Source: an optimization exercise on an open RTL-to-GDS flow (aim: small area). Production flows keep margins and buffers that such runs may drop. For this run, only the layout was checked, not whether the RTL still works. Power figures rest on the tool's default switching activity, not on a simulated workload.

### flow/flow/impl.v
// generated by gen/gen.py (impl ops=aoi2 pol=0 top3=1 booth=1 sched=dadda)
module alu (
	input			i_clk,
	input			i_rst_n,
	input			i_valid,
	input	signed	[7:0]	i_data_a,
	input	signed	[7:0]	i_data_b,
	input		[2:0]	i_inst,
	output			o_valid,
	output		[7:0]	o_data
);
reg		o_valid_r;
reg	[7:0]	o_data_r;
reg	[7:0]	res;

assign o_valid = o_valid_r;
assign o_data  = o_data_r;

wire [7:0] a = i_data_a;
wire [7:0] b = i_data_b;

// add / sub / compare share one ripple adder; s8 is the true sign
wire       sub = i_inst[0];
wire [7:0] bx  = b ^ {8{sub}};
wire [8:0] cy;
wire [7:0] s;
assign cy[0] = sub;
genvar gi;
generate for (gi = 0; gi < 8; gi = gi + 1) begin : g_add
	assign s[gi] = a[gi] ^ bx[gi] ^ cy[gi];
	assign cy[gi+1] = (a[gi] & bx[gi]) | (a[gi] & cy[gi]) | (bx[gi] & cy[gi]);
end endgenerate
wire       aovf = cy[8] ^ cy[7];
wire       s8   = s[7] ^ aovf;
// multiply: pr = (a*b + 15 + (a*b >= 0)) >> 5, saturated
	wire bo1 = b[0] ^ 1'b0;
	wire bt2 = (b[1] & ~b[0] & ~1'b0) | (~b[1] & b[0] & 1'b0);
	wire bz3 = bo1 | bt2;
	wire bp4 = (((bo1 & a[0]) | (bt2 & 1'b0)) ^ b[1]);
	wire bp5 = (((bo1 & a[1]) | (bt2 & a[0])) ^ b[1]);
	wire bp6 = (((bo1 & a[2]) | (bt2 & a[1])) ^ b[1]);
	wire bp7 = (((bo1 & a[3]) | (bt2 & a[2])) ^ b[1]);
	wire bp8 = (((bo1 & a[4]) | (bt2 & a[3])) ^ b[1]);
	wire bp9 = (((bo1 & a[5]) | (bt2 & a[4])) ^ b[1]);
	wire bp10 = (((bo1 & a[6]) | (bt2 & a[5])) ^ b[1]);
	wire bp11 = (((bo1 & a[7]) | (bt2 & a[6])) ^ b[1]);
	wire bp12 = ~(((bo1 & a[7]) | (bt2 & a[7])) ^ b[1]);
	wire bn13 = b[1];
	wire bo14 = b[2] ^ b[1];
	wire bt15 = (b[3] & ~b[2] & ~b[1]) | (~b[3] & b[2] & b[1]);
	wire bz16 = bo14 | bt15;
	wire bp17 = (((bo14 & a[0]) | (bt15 & 1'b0)) ^ b[3]);
	wire bp18 = (((bo14 & a[1]) | (bt15 & a[0])) ^ b[3]);
	wire bp19 = (((bo14 & a[2]) | (bt15 & a[1])) ^ b[3]);
	wire bp20 = (((bo14 & a[3]) | (bt15 & a[2])) ^ b[3]);
	wire bp21 = (((bo14 & a[4]) | (bt15 & a[3])) ^ b[3]);
	wire bp22 = (((bo14 & a[5]) | (bt15 & a[4])) ^ b[3]);
	wire bp23 = (((bo14 & a[6]) | (bt15 & a[5])) ^ b[3]);
	wire bp24 = (((bo14 & a[7]) | (bt15 & a[6])) ^ b[3]);
	wire bp25 = ~(((bo14 & a[7]) | (bt15 & a[7])) ^ b[3]);
	wire bn26 = b[3];
	wire bo27 = b[4] ^ b[3];
	wire bt28 = (b[5] & ~b[4] & ~b[3]) | (~b[5] & b[4] & b[3]);
	wire bz29 = bo27 | bt28;
	wire bp30 = (((bo27 & a[0]) | (bt28 & 1'b0)) ^ b[5]);
	wire bp31 = (((bo27 & a[1]) | (bt28 & a[0])) ^ b[5]);
	wire bp32 = (((bo27 & a[2]) | (bt28 & a[1])) ^ b[5]);
	wire bp33 = (((bo27 & a[3]) | (bt28 & a[2])) ^ b[5]);
	wire bp34 = (((bo27 & a[4]) | (bt28 & a[3])) ^ b[5]);
	wire bp35 = (((bo27 & a[5]) | (bt28 & a[4])) ^ b[5]);
	wire bp36 = (((bo27 & a[6]) | (bt28 & a[5])) ^ b[5]);
	wire bp37 = (((bo27 & a[7]) | (bt28 & a[6])) ^ b[5]);
	wire bp38 = ~(((bo27 & a[7]) | (bt28 & a[7])) ^ b[5]);
	wire bn39 = b[5];
	wire bo40 = b[6] ^ b[5];
	wire bt41 = (b[7] & ~b[6] & ~b[5]) | (~b[7] & b[6] & b[5]);
	wire bz42 = bo40 | bt41;
	wire bp43 = (((bo40 & a[0]) | (bt41 & 1'b0)) ^ b[7]);
	wire bp44 = (((bo40 & a[1]) | (bt41 & a[0])) ^ b[7]);
	wire bp45 = (((bo40 & a[2]) | (bt41 & a[1])) ^ b[7]);
	wire bp46 = (((bo40 & a[3]) | (bt41 & a[2])) ^ b[7]);
	wire bp47 = (((bo40 & a[4]) | (bt41 & a[3])) ^ b[7]);
	wire bp48 = (((bo40 & a[5]) | (bt41 & a[4])) ^ b[7]);
	wire bp49 = (((bo40 & a[6]) | (bt41 & a[5])) ^ b[7]);
	wire bp50 = (((bo40 & a[7]) | (bt41 & a[6])) ^ b[7]);
	wire bp51 = ~(((bo40 & a[7]) | (bt41 & a[7])) ^ b[7]);
	wire bn52 = b[7];
	wire nx53 = ~(a[7] ^ b[7]);
	wire hs54, hc55;
	sky130_fd_sc_hd__ha_1 u_hs54 (.A(bn52), .B(bp10), .SUM(hs54), .COUT(hc55));
	wire hs56, hc57;
	sky130_fd_sc_hd__ha_1 u_hs56 (.A(bp11), .B(bp22), .SUM(hs56), .COUT(hc57));
	wire ks58 = ~(bp12 ^ bp23);
	wire kc59 = bp12 | bp23;
	wire ki60 = ~bp24;
	wire ki61 = ~bn13;
	wire ki62 = ~bn26;
	wire ki63 = ~bp18;
	wire fs64, fc65;
	sky130_fd_sc_hd__fa_1 u_fs64 (.A(bn39), .B(bp19), .CIN(bp30), .SUM(fs64), .COUT(fc65));
	wire hs66, hc67;
	sky130_fd_sc_hd__ha_1 u_hs66 (.A(bp20), .B(bp31), .SUM(hs66), .COUT(hc67));
	wire fs68, fc69;
	sky130_fd_sc_hd__fa_1 u_fs68 (.A(bp21), .B(bp32), .CIN(bp43), .SUM(fs68), .COUT(fc69));
	wire fs70, fc71;
	sky130_fd_sc_hd__fa_1 u_fs70 (.A(bp33), .B(bp44), .CIN(hc55), .SUM(fs70), .COUT(fc71));
	wire fs72, fc73;
	sky130_fd_sc_hd__fa_1 u_fs72 (.A(bp34), .B(bp45), .CIN(hc57), .SUM(fs72), .COUT(fc73));
	wire fs74, fc75;
	sky130_fd_sc_hd__fa_1 u_fs74 (.A(bp35), .B(bp46), .CIN(ki60), .SUM(fs74), .COUT(fc75));
	wire fs76, fc77;
	sky130_fd_sc_hd__fa_1 u_fs76 (.A(bp24), .B(bp25), .CIN(bp36), .SUM(fs76), .COUT(fc77));
	wire ki78 = ~bp37;
	wire hs79, hc80;
	sky130_fd_sc_hd__ha_1 u_hs79 (.A(nx53), .B(ki61), .SUM(hs79), .COUT(hc80));
	wire ks81 = ~(bn13 ^ bp5);
	wire kc82 = bn13 | bp5;
	wire fs83, fc84;
	sky130_fd_sc_hd__fa_1 u_fs83 (.A(ki62), .B(bp17), .CIN(bp6), .SUM(fs83), .COUT(fc84));
	wire fs85, fc86;
	sky130_fd_sc_hd__fa_1 u_fs85 (.A(bn26), .B(bp7), .CIN(ki63), .SUM(fs85), .COUT(fc86));
	wire fs87, fc88;
	sky130_fd_sc_hd__fa_1 u_fs87 (.A(bp18), .B(bp8), .CIN(fs64), .SUM(fs87), .COUT(fc88));
	wire fs89, fc90;
	sky130_fd_sc_hd__fa_1 u_fs89 (.A(bp9), .B(hs66), .CIN(fc65), .SUM(fs89), .COUT(fc90));
	wire fs91, fc92;
	sky130_fd_sc_hd__fa_1 u_fs91 (.A(hc67), .B(hs54), .CIN(fs68), .SUM(fs91), .COUT(fc92));
	wire fs93, fc94;
	sky130_fd_sc_hd__fa_1 u_fs93 (.A(hs56), .B(fc69), .CIN(fs70), .SUM(fs93), .COUT(fc94));
	wire fs95, fc96;
	sky130_fd_sc_hd__fa_1 u_fs95 (.A(ks58), .B(fc71), .CIN(fs72), .SUM(fs95), .COUT(fc96));
	wire fs97, fc98;
	sky130_fd_sc_hd__fa_1 u_fs97 (.A(kc59), .B(fs74), .CIN(fc73), .SUM(fs97), .COUT(fc98));
	wire fs99, fc100;
	sky130_fd_sc_hd__fa_1 u_fs99 (.A(bp47), .B(fs76), .CIN(fc75), .SUM(fs99), .COUT(fc100));
	wire fs101, fc102;
	sky130_fd_sc_hd__fa_1 u_fs101 (.A(bp48), .B(ki78), .CIN(fc77), .SUM(fs101), .COUT(fc102));
	wire fs103, fc104;
	sky130_fd_sc_hd__fa_1 u_fs103 (.A(bp37), .B(bp38), .CIN(bp49), .SUM(fs103), .COUT(fc104));
	wire ki105 = ~bp50;
	wire lcy106 = (hs79 & bp4) | ((hs79 | bp4) & 1'b0);
	wire lcy107 = (hc80 & ks81) | ((hc80 | ks81) & lcy106);
	wire lcy108 = (kc82 & fs83) | ((kc82 | fs83) & lcy107);
	wire lcy109 = (fc84 & fs85) | ((fc84 | fs85) & lcy108);
	wire lcy110 = (fc86 & fs87) | ((fc86 | fs87) & lcy109);
	wire cp111 = fs89 ^ fc88;
	wire cg112 = fs89 & fc88;
	wire cp113 = fc90 ^ fs91;
	wire cg114 = fc90 & fs91;
	wire cp115 = fc92 ^ fs93;
	wire cg116 = fc92 & fs93;
	wire cp117 = fc94 ^ fs95;
	wire cg118 = fc94 & fs95;
	wire cp119 = fc96 ^ fs97;
	wire cg120 = fc96 & fs97;
	wire cp121 = fs99 ^ fc98;
	wire cg122 = fs99 & fc98;
	wire cp123 = fs101 ^ fc100;
	wire cg124 = fs101 & fc100;
	wire cp125 = fs103 ^ fc102;
	wire cg126 = fs103 & fc102;
	wire cp127 = ki105 ^ fc104;
	wire cg128 = ki105 & fc104;
	wire cp129 = bp50 ^ bp51;
	wire cg130 = bp50 & bp51;
	wire cp131 = 1'b1 ^ 1'b0;
	wire cg132 = 1'b1 & 1'b0;
	wire ps133 = cp111 ^ lcy110;
	wire pc134 = cg112 | (cp111 & lcy110);
	wire ps135 = cp113 ^ pc134;
	wire pc136 = cg114 | (cp113 & pc134);
	wire ps137 = cp115 ^ pc136;
	wire pc138 = cg116 | (cp115 & pc136);
	wire ps139 = cp117 ^ pc138;
	wire pc140 = cg118 | (cp117 & pc138);
	wire ps141 = cp119 ^ pc140;
	wire pc142 = cg120 | (cp119 & pc140);
	wire ps143 = cp121 ^ pc142;
	wire pc144 = cg122 | (cp121 & pc142);
	wire ps145 = cp123 ^ pc144;
	wire pc146 = cg124 | (cp123 & pc144);
	wire ps147 = cp125 ^ pc146;
	wire pc148 = cg126 | (cp125 & pc146);
	wire ps149 = cp127 ^ pc148;
	wire pc150 = cg128 | (cp127 & pc148);
	wire ps151 = cp129 ^ pc150;
	wire pc152 = cg130 | (cp129 & pc150);
	wire ps153 = cp131 ^ pc152;
	wire pc154 = cg132 | (cp131 & pc152);
	wire o1155 = (cp125 ^ 1'b0) | (cp127 ^ (cg126 | (cp125 & 1'b0))) | (cp129 ^ (cg128 | (cp127 & (cg126 | (cp125 & 1'b0)))));
	wire o2156 = (cp125 ^ 1'b0) & (cp127 ^ (cg126 | (cp125 & 1'b0))) & (cp129 ^ (cg128 | (cp127 & (cg126 | (cp125 & 1'b0)))));
	wire o1157 = (cp125 ^ 1'b1) | (cp127 ^ (cg126 | (cp125 & 1'b1))) | (cp129 ^ (cg128 | (cp127 & (cg126 | (cp125 & 1'b1)))));
	wire o2158 = (cp125 ^ 1'b1) & (cp127 ^ (cg126 | (cp125 & 1'b1))) & (cp129 ^ (cg128 | (cp127 & (cg126 | (cp125 & 1'b1)))));
	wire movf159 = pc146 ? (o1157 & ~o2158) : (o1155 & ~o2156);
wire [15:5] pr = {ps153, ps151, ps149, ps147, ps145, ps143, ps141, ps139, ps137, ps135, ps133};
wire       msgn = a[7] ^ b[7];
wire       movf = movf159;

// sigmoid
wire       sg_hi  = ~a[7] & a[6];
wire       sg_mid = ~(a[7] ^ a[6]);
wire [7:0] sig_res = {2'b00, sg_hi, sg_mid & ~a[6], a[5:2] & {4{sg_mid}}};

wire [15:0] rr = {a, a} >> b[2:0];
wire [7:0] ror_res = rr[7:0];

// one AND-OR plane: each result bit is an OR of gated terms
wire       is_as  = (i_inst[2:1] == 2'b00);
wire       is_mul = (i_inst == 3'd2);
wire       sat    = (is_as & aovf) | (is_mul & movf);
wire       sgn    = is_mul ? msgn : s8;
wire       ok_as  = is_as & ~aovf;
wire       ok_mul = is_mul & ~movf;
wire       e_nand = (i_inst == 3'd3);
wire       e_xnor = (i_inst == 3'd4);
wire       e_sig  = (i_inst == 3'd5);
wire       e_rlo  = (i_inst == 3'd6) & ~b[2];
wire       e_rhi  = (i_inst == 3'd6) & b[2];
wire       e_mina = (i_inst == 3'd7) & s8;
wire       e_minb = (i_inst == 3'd7) & ~s8;
wire [15:0] r2 = {a, a} >> b[1:0];
wire [7:0] rq = r2[7:0];
wire [7:0] rqh = {rq[3:0], rq[7:4]};
wire [7:0] satv = {sgn, {7{~sgn}}};
always @(*)
	res = ({8{sat}} & satv) | ({8{ok_as}} & s) | ({8{ok_mul}} & pr[12:5])
	    | ({8{e_nand}} & ~(a & b)) | ({8{e_xnor}} & ~(a ^ b)) | ({8{e_sig}} & sig_res)
	    | ({8{e_rlo}} & rq) | ({8{e_rhi}} & rqh) | ({8{e_mina}} & a) | ({8{e_minb}} & b);
always @(posedge i_clk or negedge i_rst_n) begin
	if (!i_rst_n)
		o_valid_r <= 1'b0;
	else
		o_valid_r <= i_valid;
end

always @(posedge i_clk)
	o_data_r <= res;

endmodule
### flow/flow/synth.tcl
proc abc {args} {
  set i [lsearch -exact $args -script]
  if {$i < 0 || [string match "*-fast*" $args]} {
    yosys abc {*}$args
    return
  }
  set j [lsearch -exact $args -D]
  if {$j >= 0} { set args [lreplace $args $j [expr {$j + 1}]] }
  set lib [lindex $::env(LIB_FILES) 0]
  yosys design -save flow_pre_abc
  set best ""
  foreach script $::env(FLOW_ABC_SCRIPTS) {
    yosys design -load flow_pre_abc
    lset args [expr {$i + 1}] $script
    puts "abc (flow wrapper): $script"
    if {[catch {yosys abc {*}$args} err]} {
      puts "abc (flow wrapper): $script failed: $err"
      continue
    }
    set st [tee -q -s result.string stat -liberty $lib]
    if {![regexp {Chip area for module [^:]*: ([0-9.]+)} $st -> area]} { error "no area after abc" }
    puts "abc (flow wrapper): $script gives cell area $area"
    if {$best eq "" || $area < $best} {
      set best $area
      yosys design -save flow_best_abc
    }
  }
  if {$best eq ""} { error "every ABC script failed" }
  yosys design -load flow_best_abc
  puts "abc (flow wrapper): kept cell area $best"
}
source $::env(FLOW_WORK)/synth_recipe.tcl
### flow/flow/abc/a3.abc
strash
balance; rewrite; refactor; balance; rewrite; rewrite -z; balance; refactor -z; rewrite -z; balance
balance; rewrite; refactor; balance; rewrite; rewrite -z; balance; refactor -z; rewrite -z; balance
dch -f
amap
topo
mfs3 -ae -H 6 -R 4
mfs3 -ae -H 6 -R 4 -r
### flow/flow/abc/a1.abc
strash
balance; rewrite; refactor; balance; rewrite; rewrite -z; balance; refactor -z; rewrite -z; balance
&get -n
&deepsyn -T 60
&put
balance; rewrite; refactor; balance; rewrite; rewrite -z; balance; refactor -z; rewrite -z; balance
dch -f
amap
topo
mfs3 -ae -H 6 -R 4
mfs3 -ae -H 6 -R 4 -r
### flow/config.mk
export PLATFORM = sky130hd
export DESIGN_NAME = alu
export DESIGN_NICKNAME = alu
export VERILOG_FILES = /design/flow/design.v
export SDC_FILE = /design/flow/constraint.sdc
export NUM_CORES = 8
export LEC_CHECK = 0
export CAP_MARGIN = 20
export CORE_MARGIN = 2
export CORE_UTILIZATION = 40
export GPL_TIMING_DRIVEN = 0
export SLEW_MARGIN = 20
### flow/flow/abc/a4.abc
strash
balance; rewrite; refactor; balance; rewrite; rewrite -z; balance; refactor -z; rewrite -z; balance
&get -n
&deepsyn -T 60
&put
balance; rewrite; refactor; balance; rewrite; rewrite -z; balance; refactor -z; rewrite -z; balance
dch -f
amap
### flow/flow/abc/a2.abc
strash
balance -l; resub -K 6 -l; rewrite -l; resub -K 6 -N 2 -l; refactor -l; resub -K 8 -l; balance -l; resub -K 8 -N 2 -l; rewrite -l; resub -K 10 -l; rewrite -z -l; resub -K 10 -N 2 -l; balance -l; resub -K 12 -l; refactor -z -l; resub -K 12 -N 2 -l; rewrite -z -l; balance -l
balance -l; resub -K 6 -l; rewrite -l; resub -K 6 -N 2 -l; refactor -l; resub -K 8 -l; balance -l; resub -K 8 -N 2 -l; rewrite -l; resub -K 10 -l; rewrite -z -l; resub -K 10 -N 2 -l; balance -l; resub -K 12 -l; refactor -z -l; resub -K 12 -N 2 -l; rewrite -z -l; balance -l
dch -f
amap
topo
mfs3 -ae -H 6 -R 4
mfs3 -ae -H 6 -R 4 -r
### flow/flow/run.sh
#!/bin/bash
set -euo pipefail
W=$PWD
export FLOW_WORK=$W
export FLOW_ABC_SCRIPTS="$W/flow/abc/a1.abc $W/flow/abc/a2.abc $W/flow/abc/a3.abc $W/flow/abc/a4.abc $W/flow/abc/a5.abc"
LIB=$FLOW_HOME/platforms/sky130hd/lib/sky130_fd_sc_hd__tt_025C_1v80.lib

# impl.v must do what design.v does: prove it before laying it out
cat > equiv.ys <<EOY
read_liberty -ignore_miss_func $LIB
read_verilog -sv $W/design.v
rename alu gold
read_verilog -sv $W/flow/impl.v
proc; flatten; opt_clean
rename alu gate
miter -equiv -flatten -make_assert gold gate miter
hierarchy -top miter
flatten; async2sync; opt -fast
sat -verify -prove-asserts -set-init-zero -seq 2 -show-inputs miter
EOY
yosys -l equiv.log -q -s equiv.ys > /dev/null

MK=(make -C "$FLOW_HOME" DESIGN_CONFIG="$W/config.mk" WORK_HOME="$W/orfs"
    CLKGATE_MAP_FILE= SYNTH_SCRIPT="$W/flow/synth.tcl"
    VERILOG_FILES="$W/flow/impl.v" ADDER_MAP_FILE=
    "BUFFER_PORTS_ARGS=-buffer_cell sky130_fd_sc_hd__buf_1"
    "CTS_ARGS=-sink_clustering_enable -repair_clock_nets -dont_use_dummy_load -buf_list sky130_fd_sc_hd__clkbuf_2 -root_buf sky130_fd_sc_hd__clkbuf_4")
if ! "${MK[@]}" synth > make_synth.log 2>&1; then
  # an ABC script can abort on some inputs: retry with the scripts that do not use &deepsyn
  rm -rf "$W/orfs/results" "$W/orfs/logs" "$W/orfs/reports" "$W/orfs/objects"
  export FLOW_ABC_SCRIPTS="$W/flow/abc/a2.abc $W/flow/abc/a3.abc"
  "${MK[@]}" synth > make_synth_retry.log 2>&1
fi
"${MK[@]}" finish > make_finish.log 2>&1
R=$W/orfs/results/sky130hd/alu/base
: # left out here: write the final layout as DEF
### flow/standard.sh
#!/bin/bash
# synth_recipe.tcl (not shown) runs the flow's synth.tcl, then flattens the netlist and writes it again
# the make line also repeats each setting of config.mk as NAME=value (left out here)
make -C /OpenROAD-flow-scripts/flow DESIGN_CONFIG=/design/flow/config.mk WORK_HOME=/design/flow/orfs CLKGATE_MAP_FILE= SYNTH_SCRIPT=/design/flow/synth_recipe.tcl "${@:-finish}"
### flow/design.v
module alu (
	input			i_clk,
	input			i_rst_n,
	input			i_valid,
	input	signed	[7:0]	i_data_a,
	input	signed	[7:0]	i_data_b,
	input		[2:0]	i_inst,
	output			o_valid,
	output		[7:0]	o_data
);
reg		o_valid_r;
reg	[7:0]	o_data_r;
reg	[7:0]	res;
assign o_valid = o_valid_r;
assign o_data  = o_data_r;
wire [7:0] a = i_data_a;
wire [7:0] b = i_data_b;
wire       sub = i_inst[0];
wire [7:0] bx  = b ^ {8{sub}};
wire [8:0] cy;
wire [7:0] s;
assign cy[0] = sub;
genvar gi;
generate for (gi = 0; gi < 8; gi = gi + 1) begin : g_add
	assign s[gi] = a[gi] ^ bx[gi] ^ cy[gi];
	assign cy[gi+1] = (a[gi] & bx[gi]) | (a[gi] & cy[gi]) | (bx[gi] & cy[gi]);
end endgenerate
wire       aovf = cy[8] ^ cy[7];
wire       s8   = s[7] ^ aovf;
	wire bo1 = b[0] ^ 1'b0;
	wire bt2 = (b[1] & ~b[0] & ~1'b0) | (~b[1] & b[0] & 1'b0);
	wire bz3 = bo1 | bt2;
	wire bp4 = (((bo1 & a[0]) | (bt2 & 1'b0)) ^ b[1]);
	wire bp5 = (((bo1 & a[1]) | (bt2 & a[0])) ^ b[1]);
	wire bp6 = (((bo1 & a[2]) | (bt2 & a[1])) ^ b[1]);
	wire bp7 = (((bo1 & a[3]) | (bt2 & a[2])) ^ b[1]);
	wire bp8 = (((bo1 & a[4]) | (bt2 & a[3])) ^ b[1]);
	wire bp9 = (((bo1 & a[5]) | (bt2 & a[4])) ^ b[1]);
	wire bp10 = (((bo1 & a[6]) | (bt2 & a[5])) ^ b[1]);
	wire bp11 = (((bo1 & a[7]) | (bt2 & a[6])) ^ b[1]);
	wire bp12 = ~(((bo1 & a[7]) | (bt2 & a[7])) ^ b[1]);
	wire bn13 = b[1];
	wire bo14 = b[2] ^ b[1];
	wire bt15 = (b[3] & ~b[2] & ~b[1]) | (~b[3] & b[2] & b[1]);
	wire bz16 = bo14 | bt15;
	wire bp17 = (((bo14 & a[0]) | (bt15 & 1'b0)) ^ b[3]);
	wire bp18 = (((bo14 & a[1]) | (bt15 & a[0])) ^ b[3]);
	wire bp19 = (((bo14 & a[2]) | (bt15 & a[1])) ^ b[3]);
	wire bp20 = (((bo14 & a[3]) | (bt15 & a[2])) ^ b[3]);
	wire bp21 = (((bo14 & a[4]) | (bt15 & a[3])) ^ b[3]);
	wire bp22 = (((bo14 & a[5]) | (bt15 & a[4])) ^ b[3]);
	wire bp23 = (((bo14 & a[6]) | (bt15 & a[5])) ^ b[3]);
	wire bp24 = (((bo14 & a[7]) | (bt15 & a[6])) ^ b[3]);
	wire bp25 = ~(((bo14 & a[7]) | (bt15 & a[7])) ^ b[3]);
	wire bn26 = b[3];
	wire bo27 = b[4] ^ b[3];
	wire bt28 = (b[5] & ~b[4] & ~b[3]) | (~b[5] & b[4] & b[3]);
	wire bz29 = bo27 | bt28;
	wire bp30 = (((bo27 & a[0]) | (bt28 & 1'b0)) ^ b[5]);
	wire bp31 = (((bo27 & a[1]) | (bt28 & a[0])) ^ b[5]);
	wire bp32 = (((bo27 & a[2]) | (bt28 & a[1])) ^ b[5]);
	wire bp33 = (((bo27 & a[3]) | (bt28 & a[2])) ^ b[5]);
	wire bp34 = (((bo27 & a[4]) | (bt28 & a[3])) ^ b[5]);
	wire bp35 = (((bo27 & a[5]) | (bt28 & a[4])) ^ b[5]);
	wire bp36 = (((bo27 & a[6]) | (bt28 & a[5])) ^ b[5]);
	wire bp37 = (((bo27 & a[7]) | (bt28 & a[6])) ^ b[5]);
	wire bp38 = ~(((bo27 & a[7]) | (bt28 & a[7])) ^ b[5]);
	wire bn39 = b[5];
	wire bo40 = b[6] ^ b[5];
	wire bt41 = (b[7] & ~b[6] & ~b[5]) | (~b[7] & b[6] & b[5]);
	wire bz42 = bo40 | bt41;
	wire bp43 = (((bo40 & a[0]) | (bt41 & 1'b0)) ^ b[7]);
	wire bp44 = (((bo40 & a[1]) | (bt41 & a[0])) ^ b[7]);
	wire bp45 = (((bo40 & a[2]) | (bt41 & a[1])) ^ b[7]);
	wire bp46 = (((bo40 & a[3]) | (bt41 & a[2])) ^ b[7]);
	wire bp47 = (((bo40 & a[4]) | (bt41 & a[3])) ^ b[7]);
	wire bp48 = (((bo40 & a[5]) | (bt41 & a[4])) ^ b[7]);
	wire bp49 = (((bo40 & a[6]) | (bt41 & a[5])) ^ b[7]);
	wire bp50 = (((bo40 & a[7]) | (bt41 & a[6])) ^ b[7]);
	wire bp51 = ~(((bo40 & a[7]) | (bt41 & a[7])) ^ b[7]);
	wire bn52 = b[7];
	wire nx53 = ~(a[7] ^ b[7]);
	wire hs54 = bn52 ^ bp10;
	wire hc55 = bn52 & bp10;
	wire hs56 = bp11 ^ bp22;
	wire hc57 = bp11 & bp22;
	wire ks58 = ~(bp12 ^ bp23);
	wire kc59 = bp12 | bp23;
	wire ki60 = ~bp24;
	wire ki61 = ~bn13;
	wire ki62 = ~bn26;
	wire ki63 = ~bp18;
	wire fs64 = bn39 ^ bp19 ^ bp30;
	wire fc65 = (bn39 & bp19) | (bn39 & bp30) | (bp19 & bp30);
	wire hs66 = bp20 ^ bp31;
	wire hc67 = bp20 & bp31;
	wire fs68 = bp21 ^ bp32 ^ bp43;
	wire fc69 = (bp21 & bp32) | (bp21 & bp43) | (bp32 & bp43);
	wire fs70 = bp33 ^ bp44 ^ hc55;
	wire fc71 = (bp33 & bp44) | (bp33 & hc55) | (bp44 & hc55);
	wire fs72 = bp34 ^ bp45 ^ hc57;
	wire fc73 = (bp34 & bp45) | (bp34 & hc57) | (bp45 & hc57);
	wire fs74 = bp35 ^ bp46 ^ ki60;
	wire fc75 = (bp35 & bp46) | (bp35 & ki60) | (bp46 & ki60);
	wire fs76 = bp24 ^ bp25 ^ bp36;
	wire fc77 = (bp24 & bp25) | (bp24 & bp36) | (bp25 & bp36);
	wire ki78 = ~bp37;
	wire hs79 = nx53 ^ ki61;
	wire hc80 = nx53 & ki61;
	wire ks81 = ~(bn13 ^ bp5);
	wire kc82 = bn13 | bp5;
	wire fs83 = ki62 ^ bp17 ^ bp6;
	wire fc84 = (ki62 & bp17) | (ki62 & bp6) | (bp17 & bp6);
	wire fs85 = bn26 ^ bp7 ^ ki63;
	wire fc86 = (bn26 & bp7) | (bn26 & ki63) | (bp7 & ki63);
	wire fs87 = bp18 ^ bp8 ^ fs64;
	wire fc88 = (bp18 & bp8) | (bp18 & fs64) | (bp8 & fs64);
	wire fs89 = bp9 ^ hs66 ^ fc65;
	wire fc90 = (bp9 & hs66) | (bp9 & fc65) | (hs66 & fc65);
	wire fs91 = hc67 ^ hs54 ^ fs68;
	wire fc92 = (hc67 & hs54) | (hc67 & fs68) | (hs54 & fs68);
	wire fs93 = hs56 ^ fc69 ^ fs70;
	wire fc94 = (hs56 & fc69) | (hs56 & fs70) | (fc69 & fs70);
	wire fs95 = ks58 ^ fc71 ^ fs72;
	wire fc96 = (ks58 & fc71) | (ks58 & fs72) | (fc71 & fs72);
	wire fs97 = kc59 ^ fs74 ^ fc73;
	wire fc98 = (kc59 & fs74) | (kc59 & fc73) | (fs74 & fc73);
	wire fs99 = bp47 ^ fs76 ^ fc75;
	wire fc100 = (bp47 & fs76) | (bp47 & fc75) | (fs76 & fc75);
	wire fs101 = bp48 ^ ki78 ^ fc77;
	wire fc102 = (bp48 & ki78) | (bp48 & fc77) | (ki78 & fc77);
	wire fs103 = bp37 ^ bp38 ^ bp49;
	wire fc104 = (bp37 & bp38) | (bp37 & bp49) | (bp38 & bp49);
	wire ki105 = ~bp50;
	wire lcy106 = (hs79 & bp4) | ((hs79 | bp4) & 1'b0);
	wire lcy107 = (hc80 & ks81) | ((hc80 | ks81) & lcy106);
	wire lcy108 = (kc82 & fs83) | ((kc82 | fs83) & lcy107);
	wire lcy109 = (fc84 & fs85) | ((fc84 | fs85) & lcy108);
	wire lcy110 = (fc86 & fs87) | ((fc86 | fs87) & lcy109);
	wire cp111 = fs89 ^ fc88;
	wire cg112 = fs89 & fc88;
	wire cp113 = fc90 ^ fs91;
	wire cg114 = fc90 & fs91;
	wire cp115 = fc92 ^ fs93;
	wire cg116 = fc92 & fs93;
	wire cp117 = fc94 ^ fs95;
	wire cg118 = fc94 & fs95;
	wire cp119 = fc96 ^ fs97;
	wire cg120 = fc96 & fs97;
	wire cp121 = fs99 ^ fc98;
	wire cg122 = fs99 & fc98;
	wire cp123 = fs101 ^ fc100;
	wire cg124 = fs101 & fc100;
	wire cp125 = fs103 ^ fc102;
	wire cg126 = fs103 & fc102;
	wire cp127 = ki105 ^ fc104;
	wire cg128 = ki105 & fc104;
	wire cp129 = bp50 ^ bp51;
	wire cg130 = bp50 & bp51;
	wire cp131 = 1'b1 ^ 1'b0;
	wire cg132 = 1'b1 & 1'b0;
	wire ps133 = cp111 ^ lcy110;
	wire pc134 = cg112 | (cp111 & lcy110);
	wire ps135 = cp113 ^ pc134;
	wire pc136 = cg114 | (cp113 & pc134);
	wire ps137 = cp115 ^ pc136;
	wire pc138 = cg116 | (cp115 & pc136);
	wire ps139 = cp117 ^ pc138;
	wire pc140 = cg118 | (cp117 & pc138);
	wire ps141 = cp119 ^ pc140;
	wire pc142 = cg120 | (cp119 & pc140);
	wire ps143 = cp121 ^ pc142;
	wire pc144 = cg122 | (cp121 & pc142);
	wire ps145 = cp123 ^ pc144;
	wire pc146 = cg124 | (cp123 & pc144);
	wire ps147 = cp125 ^ pc146;
	wire pc148 = cg126 | (cp125 & pc146);
	wire ps149 = cp127 ^ pc148;
	wire pc150 = cg128 | (cp127 & pc148);
	wire ps151 = cp129 ^ pc150;
	wire pc152 = cg130 | (cp129 & pc150);
	wire ps153 = cp131 ^ pc152;
	wire pc154 = cg132 | (cp131 & pc152);
	wire o1155 = (cp125 ^ 1'b0) | (cp127 ^ (cg126 | (cp125 & 1'b0))) | (cp129 ^ (cg128 | (cp127 & (cg126 | (cp125 & 1'b0)))));
	wire o2156 = (cp125 ^ 1'b0) & (cp127 ^ (cg126 | (cp125 & 1'b0))) & (cp129 ^ (cg128 | (cp127 & (cg126 | (cp125 & 1'b0)))));
	wire o1157 = (cp125 ^ 1'b1) | (cp127 ^ (cg126 | (cp125 & 1'b1))) | (cp129 ^ (cg128 | (cp127 & (cg126 | (cp125 & 1'b1)))));
	wire o2158 = (cp125 ^ 1'b1) & (cp127 ^ (cg126 | (cp125 & 1'b1))) & (cp129 ^ (cg128 | (cp127 & (cg126 | (cp125 & 1'b1)))));
	wire movf159 = pc146 ? (o1157 & ~o2158) : (o1155 & ~o2156);
wire [15:5] pr = {ps153, ps151, ps149, ps147, ps145, ps143, ps141, ps139, ps137, ps135, ps133};
wire       msgn = a[7] ^ b[7];
wire       movf = movf159;
wire       sg_hi  = ~a[7] & a[6];
wire       sg_mid = ~(a[7] ^ a[6]);
wire [7:0] sig_res = {2'b00, sg_hi, sg_mid & ~a[6], a[5:2] & {4{sg_mid}}};
wire [15:0] rr = {a, a} >> b[2:0];
wire [7:0] ror_res = rr[7:0];
wire       is_as  = (i_inst[2:1] == 2'b00);
wire       is_mul = (i_inst == 3'd2);
wire       sat    = (is_as & aovf) | (is_mul & movf);
wire       sgn    = is_mul ? msgn : s8;
wire       ok_as  = is_as & ~aovf;
wire       ok_mul = is_mul & ~movf;
wire       e_nand = (i_inst == 3'd3);
wire       e_xnor = (i_inst == 3'd4);
wire       e_sig  = (i_inst == 3'd5);
wire       e_rlo  = (i_inst == 3'd6) & ~b[2];
wire       e_rhi  = (i_inst == 3'd6) & b[2];
wire       e_mina = (i_inst == 3'd7) & s8;
wire       e_minb = (i_inst == 3'd7) & ~s8;
wire [15:0] r2 = {a, a} >> b[1:0];
wire [7:0] rq = r2[7:0];
wire [7:0] rqh = {rq[3:0], rq[7:4]};
wire [7:0] satv = {sgn, {7{~sgn}}};
always @(*)
	res = ({8{sat}} & satv) | ({8{ok_as}} & s) | ({8{ok_mul}} & pr[12:5])
	    | ({8{e_nand}} & ~(a & b)) | ({8{e_xnor}} & ~(a ^ b)) | ({8{e_sig}} & sig_res)
	    | ({8{e_rlo}} & rq) | ({8{e_rhi}} & rqh) | ({8{e_mina}} & a) | ({8{e_minb}} & b);
always @(posedge i_clk or negedge i_rst_n) begin
	if (!i_rst_n)
		o_valid_r <= 1'b0;
	else
		o_valid_r <= i_valid;
end
always @(posedge i_clk)
	o_data_r <= res;
endmodule
### flow/flow/abc/a5.abc
strash
balance; rewrite; refactor; balance; rewrite; rewrite -z; balance; refactor -z; rewrite -z; balance
&get -n
&deepsyn -T 60
&put
balance; rewrite; refactor; balance; rewrite; rewrite -z; balance; refactor -z; rewrite -z; balance
dch -f
amap -F 4 -A 10
topo
mfs3 -ae -H 6 -R 4
mfs3 -ae -H 6 -R 4 -r
### flow/constraint.sdc
create_clock -name core_clock -period 7.0 [get_ports {i_clk}]
set_input_delay 1.4000 -clock core_clock [delete_from_list [all_inputs] [get_ports {i_clk}]]
set_output_delay 1.4000 -clock core_clock [all_outputs]
set_load 0.01 [all_outputs]
==> out/metrics.json <==
{
  "result_of_the_run": "finished clean",
  "yosys_warnings": 1,
  "layout.filler_cells": 614,
  "clkSinkCount": 9,
  "tightestPinTransition_ns": 0.808,
  "route.detailed.vias_per_inst": 6.33,
  "count_of_flip_flops_with_a_built_in_enable_after_synthesis": 0,
  "highest_count_cells_in_the_layout_ignoring_fill_and_taps": "57 x sky130_fd_sc_hd__o22ai_1, 50 x sky130_fd_sc_hd__nor2_1, 49 x sky130_fd_sc_hd__o21ai_0",
  "ys_top_cells_by_area": "sky130_fd_sc_hd__o22ai_1 17%, sky130_fd_sc_hd__fa_1 15%, sky130_fd_sc_hd__o21ai_0 11%",
  "synth-seq-area-share_pct": 8.03,
  "finalCriticalPeriod_ns": 6.45,
  "final_cell_count_no_fill": 468,
  "unrepaired_setup_endpoints_after_global_routing": "no",
  "fin_setup_tns_ns": 0,
  "crit_path_start_kind": "primary input",
  "critical-path-top-cell-by-count": "sky130_fd_sc_hd__nand2_1",
  "die_boundary_height_um": 79.9,
  "final_antenna_violating_net_count": 0,
  "post-synth-top-area-cell": "sky130_fd_sc_hd__o22ai_1",
  "slew_headroom_pct": 44.8,
  "route.detailed.wl_per_inst_um": 17.4,
  "crit_path_end_kind": "flip-flop",
  "design.die.area_um2": 6390,
  "crit_required_ns": 7.14,
  "area_growth_syn_to_layout_pct": 14.2,
  "clk_pin_slew_worst_paths_ns": 0.07,
  "track_usage_pct": 27.6,
  "coreArea_um2": 5540,
  "dr_total_vias": 2962,
  "synth.net_count": 406,
  "dp_cells": 465,
  "finalWeightedCongestion": 0.965,
  "antenna_cells": 0,
  "initial_core_util_pct": 41.6,
  "synth.ff_latch_count": 9,
  "path_class": "primary input to flip-flop",
  "synth_ff_type": "sky130_fd_sc_hd__dfxtp_1",
  "fin_util_pct": 47.5,
  "post_cts.repair.setup_buffers": 0,
  "layout_commonest_cell": "sky130_fd_sc_hd__o22ai_1",
  "dp_hpwl_mm": 6.05,
  "worstPathMaxFanout": 23,
  "power.density_cell_area_nw_per_um2": 196,
  "yosysUniqueCellTypes": 25,
  "worst_hold_check_slack_ns": 0.878,
  "mappedNetlistArea_um2": 2310,
  "final_cycle_utilization_of_the_critical_path_pct": 92.1,
  "routed_wl_mm": 8.13,
  "ctsHtreeMaxLevel": 1,
  "power.leakage_nw": 0.847,
  "grt_antenna_before_repair": 0,
  "max_cap_viol_count": 0,
  "max-vdd-ir-drop_uv": 199,
  "final_count_of_pins_violating_max_slew": 0,
  "syn_inst": 363,
  "floorplan.die.width_um": 79.9,
  "dr.first_iter.drc_count": 286,
  "grt_pass1_wl_mm": 13.9,
  "final_cell_area_um2": 2630,
  "gr-total-overflow": 0,
  "portBuffers": 30,
  "grt_max_degree": 24,
  "avgSynthCellArea_um2": 6.35,
  "cp_slowest_cell": "sky130_fd_sc_hd__fa_1",
  "hold_path_class": "primary input to asynchronous set/reset pin",
  "cp.arrival_ns": 6.58,
  "synthArstFlopShare_pct": 11.1,
  "max-clock-path-buffers": 2,
  "max_clock_freq_mhz": 155,
  "io_pins": 31,
  "critical-path-max-stage-delay_ns": 0.47,
  "layout-drive-gt1-share_pct": 5.81,
  "number_of_global_route_vias_before_repair": 2727,
  "nets": 441,
  "first_pass_iters": 6,
  "drc_errors": 0,
  "rows": 27,
  "final_hold_viol_count": 0,
  "post_cts_hold_buffer_count": 0,
  "setup-violations-final": 0,
  "cts_made_buffers": 3,
  "cts-root-buf": "sky130_fd_sc_hd__clkbuf_4",
  "synth_largest_type_area_fraction_pct": 16.8,
  "placedInstanceArea_um2": 2510,
  "clock_tree_from_tritoncts": "built"
}
-- cell families after synthesis --
group / count (synthesis) / synth area share (%)
AO/OA/AOI/OAI: 192 / 50.8
AND/OR/NAND/NOR: 99 / 17.4
buffers and inverters: 42 / 6.84
adder cells (fa/ha/maj): 21 / 16.9
flip-flops: 9 / 8.03
-- repair_timing --
action | 4_1_cts | 5_1_grt
gates resized for setup | 16 | 19
setup endpoints to repair | 8 | 8
pin swaps | 0 | 0
endpoints found under the hold margin | 0 | 0
-- cells in the mapped netlist, types with 4 or more instances --
master                     count
sky130_fd_sc_hd__o21ai_0      50
sky130_fd_sc_hd__nor3_1       15
sky130_fd_sc_hd__fa_1         17
sky130_fd_sc_hd__nand2_1      28
sky130_fd_sc_hd__o221ai_1     11
sky130_fd_sc_hd__o22ai_1      62
sky130_fd_sc_hd__ha_1          4
sky130_fd_sc_hd__a22oi_1       8
sky130_fd_sc_hd__o31ai_1       7
sky130_fd_sc_hd__o32ai_1       5
sky130_fd_sc_hd__nand4_1       4
sky130_fd_sc_hd__clkinv_1     42
sky130_fd_sc_hd__a21oi_1      38
sky130_fd_sc_hd__nor2_1       51
sky130_fd_sc_hd__dfxtp_1       8
-- flip-flops by register name, indices dropped and copies added, names as in the netlist --
name       flops
o_data_r       8
o_valid_r      1
-- power breakdown --
| group | leakage (nW) | switching [W] | internal (W) |
|---|---|---|---|
| combinational | 0.754 | 0.000263 | 0.000143 |
| clock | 0.0138 | 0.0000232 | 0.0000199 |
| sequential | 0.0790 | 0.00000286 | 0.0000652 |
| total | 0.847 | 0.000289 | 0.000228 |
-- through the flow --
| stage | power, W | setup slack [ns] |
|---|---|---|
| detailed placement | 0.000451 | -1.58 |
| floorplan | 0.000352 | 0.858 |
| global placement | 0.000445 | -1.88 |
| global route | 0.000590 | 0.00635 |
| finish | 0.000517 | 0.552 |
| CTS | 0.000504 | 0.106 |
-- worst max-delay path, delay by kind of cell --
| kind | cells | cell delay (ns) |
|---|---|---|
| compound gates | 15 | 2.62 |
| buf+inv | 2 | 0.45 |
| simple gates | 11 | 1.16 |
| fa+ha+maj | 2 | 0.93 |
-- path summary, 6_finish.rpt --
kind                        startpoint                   to  slack, ns  depth (start not counted)
worst max-delay path       i_data_b[1]  o_data_r[0]$_DFF_P_       0.55                         30
max in group asynchronous      i_rst_n  o_valid_r$_DFF_PN0_       6.03                          1
worst min-delay path           i_rst_n  o_valid_r$_DFF_PN0_       0.88                          1
min in group core_clock        i_valid  o_valid_r$_DFF_PN0_       1.23                          1
-- final cells by class --
cell class / instances / area (µm²) / share of cell area [%]
multi-input combinational: 312 / 2040 / 77.4
tap: 72 / 90.1 / 3.42
inverter: 42 / 170 / 6.46
timing repair buffer: 30 / 126 / 4.80
clock buffer: 3 / 22.5 / 0.855
sequential: 9 / 185 / 7.03
-- routing by layer --
metal / up-vias / routed length [µm] / global-route usage (%)
met5: - / 0 / 0
met4: 0 / 95 / 2.71
met3: 12 / 620 / 4.98
met2: 130 / 3780 / 44.7
met1: 1338 / 3630 / 39.6
li1: 1482 / - / -

-- afterwards: timing with drivers on the ports --
The results above use ideal ports. As a check the final layout listed here was re-extracted and re-timed, cells and wires unchanged.
Step 1 assumes that a clkbuf_16 drives the clock port and a buf_2 every other input.
Step 2 times the ports against the registers' clock, not the clock port: input delays grow and output delays shrink by t, the midpoint of the rising clock arrivals with the driver on.
Slacks: ideal ports / drivers / drivers and shift; pairs: ideal ports / drivers.
t, ns: 0.294
slack for setup (ns): 0.552 / 0.556 / 0.262
worst setup path at the end: input to register
worst register clock-pin slew, ns: 0.08 / 0.08
pins driven straight from the clock port: 1
After both steps setup and hold are still met in this run. For this run, drivers alone change the setup slack by +0.004 ns; drivers and shift together by -0.290 ns.
